Background: an optimization exercise with open tools, aiming at small area. Do not read the settings as production practice. Function was checked by simulation only, so behaviour that the tests miss may differ from the original. The clock port is modelled as an ideal driver; clocking choices that lean on that would not hold on a real chip. Power and IR drop assume default switching activity.

run 1:
==> flow/design.v <==
module msrv32_integer_file (
    input ms_riscv32_mp_clk_in,
    input ms_riscv32_mp_rst_in,
    input [4:0] rs1_addr_in,
    input [4:0] rs2_addr_in,
    input [4:0] rd_addr_in,
    input wr_en_in,
    input [31:0] rd_in,
    output [31:0] rs1_out,
    output [31:0] rs2_out
);
    wire clk = ms_riscv32_mp_clk_in;
    wire rst = ms_riscv32_mp_rst_in;
    wire [3:0] wlo, r1lo, r2lo;
    wire [7:0] whi, r1hi, r2hi;
    genvar k;
    generate
        for (k = 0; k < 4; k = k + 1) begin : g_lo
            assign wlo[k]  = wr_en_in & (rd_addr_in[1:0] == k);
            assign r1lo[k] = (rs1_addr_in[1:0] == k);
            assign r2lo[k] = (rs2_addr_in[1:0] == k);
        end
        for (k = 0; k < 8; k = k + 1) begin : g_hi
            assign whi[k]  = (rd_addr_in[4:2] == k);
            assign r1hi[k] = (rs1_addr_in[4:2] == k);
            assign r2hi[k] = (rs2_addr_in[4:2] == k);
        end
    endgenerate
    reg  [31:1] valid;
    reg  [31:0] q  [1:31];
    wire [31:0] nx [1:31];
    wire [31:1] s1, s2;
    genvar i;
    generate
        for (i = 1; i < 32; i = i + 1) begin : g_reg
            wire hit = wlo[i % 4] & whi[i / 4];
            wire live = valid[i] | hit;
            wire we, hold;
            rf_and2 u_we (.a(wlo[i % 4]), .b(whi[i / 4]), .y(we));
            rf_or2 u_hold (.a(~wlo[i % 4]), .b(~whi[i / 4]), .y(hold));
            rf_wr u_wr (.we(we), .hold(hold), .d(rd_in), .q(q[i]), .nx(nx[i]));
            always @(posedge clk)
                q[i] <= nx[i];
            always @(posedge clk or posedge rst)
                if (rst)
                    valid[i] <= 1'b0;
                else
                    valid[i] <= live;
            rf_and3 u_s1 (.a(live), .b(r1lo[i % 4]), .c(r1hi[i / 4]), .y(s1[i]));
            rf_and3 u_s2 (.a(live), .b(r2lo[i % 4]), .c(r2hi[i / 4]), .y(s2[i]));
        end
    endgenerate
    rf_rd u_rd1 (.s(s1), .t1(nx[1]), .t2(nx[2]), .t3(nx[3]), .t4(nx[4]), .t5(nx[5]), .t6(nx[6]), .t7(nx[7]),
                 .t8(nx[8]), .t9(nx[9]), .t10(nx[10]), .t11(nx[11]), .t12(nx[12]), .t13(nx[13]), .t14(nx[14]), .t15(nx[15]),
                 .t16(nx[16]), .t17(nx[17]), .t18(nx[18]), .t19(nx[19]), .t20(nx[20]), .t21(nx[21]), .t22(nx[22]), .t23(nx[23]),
                 .t24(nx[24]), .t25(nx[25]), .t26(nx[26]), .t27(nx[27]), .t28(nx[28]), .t29(nx[29]), .t30(nx[30]), .t31(nx[31]),
                 .y(rs1_out));
    rf_rd u_rd2 (.s(s2), .t1(nx[1]), .t2(nx[2]), .t3(nx[3]), .t4(nx[4]), .t5(nx[5]), .t6(nx[6]), .t7(nx[7]),
                 .t8(nx[8]), .t9(nx[9]), .t10(nx[10]), .t11(nx[11]), .t12(nx[12]), .t13(nx[13]), .t14(nx[14]), .t15(nx[15]),
                 .t16(nx[16]), .t17(nx[17]), .t18(nx[18]), .t19(nx[19]), .t20(nx[20]), .t21(nx[21]), .t22(nx[22]), .t23(nx[23]),
                 .t24(nx[24]), .t25(nx[25]), .t26(nx[26]), .t27(nx[27]), .t28(nx[28]), .t29(nx[29]), .t30(nx[30]), .t31(nx[31]),
                 .y(rs2_out));
endmodule
module rf_and2 (input a, input b, output y);
    assign y = a & b;
endmodule
module rf_or2 (input a, input b, output y);
    assign y = a | b;
endmodule
module rf_and3 (input a, input b, input c, output y);
    assign y = a & b & c;
endmodule
module rf_wr (
    input we,
    input hold,
    input [31:0] d,
    input [31:0] q,
    output [31:0] nx
);
    assign nx = ({32{we}} & d) | ({32{hold}} & q);
endmodule
module rf_rd (
    input [31:1] s,
    input [31:0] t1, t2, t3, t4, t5, t6, t7, t8, t9, t10, t11, t12, t13, t14, t15,
    input [31:0] t16, t17, t18, t19, t20, t21, t22, t23, t24, t25, t26, t27, t28, t29, t30, t31,
    output [31:0] y
);
    wire [31:0] n [0:10];
    rf_aoi3 a0 (.s0(s[1]),  .s1(s[2]),  .s2(s[3]),  .a(t1),  .b(t2),  .c(t3),  .y(n[0]));
    rf_aoi3 a1 (.s0(s[4]),  .s1(s[5]),  .s2(s[6]),  .a(t4),  .b(t5),  .c(t6),  .y(n[1]));
    rf_aoi3 a2 (.s0(s[7]),  .s1(s[8]),  .s2(s[9]),  .a(t7),  .b(t8),  .c(t9),  .y(n[2]));
    rf_aoi3 a3 (.s0(s[10]), .s1(s[11]), .s2(s[12]), .a(t10), .b(t11), .c(t12), .y(n[3]));
    rf_aoi3 a4 (.s0(s[13]), .s1(s[14]), .s2(s[15]), .a(t13), .b(t14), .c(t15), .y(n[4]));
    rf_aoi3 a5 (.s0(s[16]), .s1(s[17]), .s2(s[18]), .a(t16), .b(t17), .c(t18), .y(n[5]));
    rf_aoi3 a6 (.s0(s[19]), .s1(s[20]), .s2(s[21]), .a(t19), .b(t20), .c(t21), .y(n[6]));
    rf_aoi3 a7 (.s0(s[22]), .s1(s[23]), .s2(s[24]), .a(t22), .b(t23), .c(t24), .y(n[7]));
    rf_aoi3 a8 (.s0(s[25]), .s1(s[26]), .s2(s[27]), .a(t25), .b(t26), .c(t27), .y(n[8]));
    rf_aoi3 a9 (.s0(s[28]), .s1(s[29]), .s2(s[30]), .a(t28), .b(t29), .c(t30), .y(n[9]));
    rf_nand1 a10 (.s0(s[31]), .a(t31), .y(n[10]));
    rf_nand11 u_or (.n0(n[0]), .n1(n[1]), .n2(n[2]), .n3(n[3]), .n4(n[4]), .n5(n[5]), .n6(n[6]), .n7(n[7]),
                    .n8(n[8]), .n9(n[9]), .n10(n[10]), .y(y));
endmodule
module rf_aoi3 (
    input s0, s1, s2,
    input [31:0] a, b, c,
    output [31:0] y
);
    assign y = ~(({32{s0}} & a) | ({32{s1}} & b) | ({32{s2}} & c));
endmodule
module rf_nand1 (
    input s0,
    input [31:0] a,
    output [31:0] y
);
    assign y = ~({32{s0}} & a);
endmodule
module rf_nand11 (
    input [31:0] n0, n1, n2, n3, n4, n5, n6, n7, n8, n9, n10,
    output [31:0] y
);
    assign y = ~(n0 & n1 & n2 & n3 & n4 & n5 & n6 & n7 & n8 & n9 & n10);
endmodule
==> flow/config.mk <==
export PLATFORM = sky130hd
export DESIGN_NAME = msrv32_integer_file
export DESIGN_NICKNAME = msrv32_integer_file
export VERILOG_FILES = /design/flow/design.v
export SDC_FILE = /design/flow/constraint.sdc
export NUM_CORES = 4
export LEC_CHECK = 0
export CAP_MARGIN = 20
export CORE_MARGIN = 2
export CORE_UTILIZATION = 60
export SLEW_MARGIN = 20
export SYNTH_HIERARCHICAL = 1
==> flow/constraint.sdc <==
create_clock -name core_clock -period 8.0 [get_ports {ms_riscv32_mp_clk_in}]
set_input_delay 1.6000 -clock core_clock [delete_from_list [all_inputs] [get_ports {ms_riscv32_mp_clk_in}]]
set_output_delay 1.6000 -clock core_clock [all_outputs]
set_load 0.01 [all_outputs]
standard.sh (not shown) runs the stock make flow with config.mk's settings and CLKGATE_MAP_FILE= SYNTH_SCRIPT=/design/flow/synth_recipe.tcl, a recipe that flattens the netlist after the stock synthesis.
==> flow/flow/run.sh <==
#!/bin/bash
# The standard ORFS layout (standard.sh, unchanged synthesis), with changes that only make it
# smaller: plain buf_1 cells as the port buffers; a clock tree of clkbuf_8 cells without dummy
# loads, whose slowest leaf buffers clkfix.tcl upsizes; and, after the clock tree, downsize.tcl
# swaps logic cells for smaller ones of the same function where slew and slack allow,
# and post_grt.tcl repeats that after global route.
set -euo pipefail
bash standard.sh \
  "BUFFER_PORTS_ARGS=-buffer_cell sky130_fd_sc_hd__buf_1" \
  "CTS_ARGS=-sink_clustering_enable -repair_clock_nets -dont_use_dummy_load -buf_list sky130_fd_sc_hd__clkbuf_8 -sink_clustering_size 16 -sink_clustering_max_diameter 60" \
  "POST_CTS_TCL=$(pwd)/flow/post_cts.tcl" \
  "POST_GLOBAL_ROUTE_TCL=$(pwd)/flow/post_grt.tcl" \
  finish > standard_flow.log 2>&1
==> flow/flow/post_cts.tcl <==
source [file join [file dirname [info script]] clkfix.tcl]
source [file join [file dirname [info script]] downsize.tcl]
detailed_placement
check_placement -verbose
==> flow/flow/post_grt.tcl <==
# After global route and its repairs: a second downsizing pass with global-route parasitics.
set ::env(DOWNSIZE_GRT) 1
source [file join [file dirname [info script]] downsize.tcl]
Other scripts of this flow, unchanged in this note and not shown: flow/flow/clkfix.tcl, flow/flow/downsize.tcl
No crash in run 1: every stage finished, but the layout fails its final checks due to capacitance limit, slew limit.
Relative to run 1, the following input files were edited for run 2:
-- flow/flow/run.sh --
<<< run 1, line 4
# loads, whose slowest leaf buffers clkfix.tcl upsizes; and, after the clock tree, downsize.tcl
# swaps logic cells for smaller ones of the same function where slew and slack allow,
# and post_grt.tcl repeats that after global route.
set -euo pipefail
>>> run 2, line 4
# loads, whose slowest leaf buffers clkfix.tcl upsizes; and, after the clock tree, downsize.tcl
# swaps logic cells for smaller ones of the same function where slew and slack allow.
set -euo pipefail
<<< run 1, line 11
  "POST_CTS_TCL=$(pwd)/flow/post_cts.tcl" \
  "POST_GLOBAL_ROUTE_TCL=$(pwd)/flow/post_grt.tcl" \
  finish > standard_flow.log 2>&1
>>> run 2, line 10
  "POST_CTS_TCL=$(pwd)/flow/post_cts.tcl" \
  finish > standard_flow.log 2>&1
removed: flow/flow/post_grt.tcl
--- outcome ---
Run 2 has completed all stages; timing, DRC and antenna checks passed. Compare run 1 and run 2 | final core utilization higher: run 2. Going from run 1 to run 2, share of total power consumed by net switching was more or less identical; total wirelength of the detailed-routed design was more or less identical.
The following lists how run 3 was set up differently from run 2:
-- flow/flow/run.sh --
<<< run 2, line 4
# loads, whose slowest leaf buffers clkfix.tcl upsizes; and, after the clock tree, downsize.tcl
# swaps logic cells for smaller ones of the same function where slew and slack allow.
set -euo pipefail
>>> run 3, line 4
# loads, whose slowest leaf buffers clkfix.tcl upsizes; and, after the clock tree, downsize.tcl
# swaps logic cells for smaller ones of the same function where slew (below half the limit)
# and slack allow.
set -euo pipefail
-- flow/flow/post_cts.tcl --
<<< run 2, line 1
source [file join [file dirname [info script]] clkfix.tcl]
>>> run 3, line 1
set ::env(DOWNSIZE_FRAC) 0.5
source [file join [file dirname [info script]] clkfix.tcl]
Any difference in fraction of final layout cells sized beyond drive strength 1 between run 3 and run 2 is small enough to ignore. The routed length on met2 in run 3 sits 0.37% above the value recorded for run 2. Going from run 2 to run 3, minimum setup slack in the final design decreased 0.016 ns; non-clock buffer count decreased 0.71%.

-- static timing again, ports no longer ideal --
In the flow no input, the clock included, has a driving cell. The finished layouts below were timed again as built, in two steps. Step 1 sets driving cells, clkbuf_16 on the clock port and buf_2 on the other inputs (assumed; they add their load-dependent delay and slew). Step 2, shift: input delay + t, output delay - t, t = (earliest + latest rising clock arrival at the registers) / 2. This alone moves slack from input paths to output paths. Three values: ideal ports, drivers, drivers and shift; two values: the first two.
| run | shift t [ns] | slack for setup (ns) | clock arrival spread, ns | worst register clock-pin slew, ns | worst data-port slew with drivers (ns) |
|---|---|---|---|---|---|
| run 1 | 0.683 | 0.378 / 0.347 / 0.347 | 0.067 / 0.068 | 0.11 / 0.11 | 0.14 |
| run 2 | 0.681 | 0.546 / 0.519 / 0.519 | 0.067 / 0.067 | 0.11 / 0.11 | 0.13 |
| run 3 | 0.683 | 0.530 / 0.503 / 0.503 | 0.069 / 0.068 | 0.12 / 0.12 | 0.14 |
For run 1, which loses most, drivers alone change the setup slack by -0.031 ns; drivers and shift together by -0.031 ns.
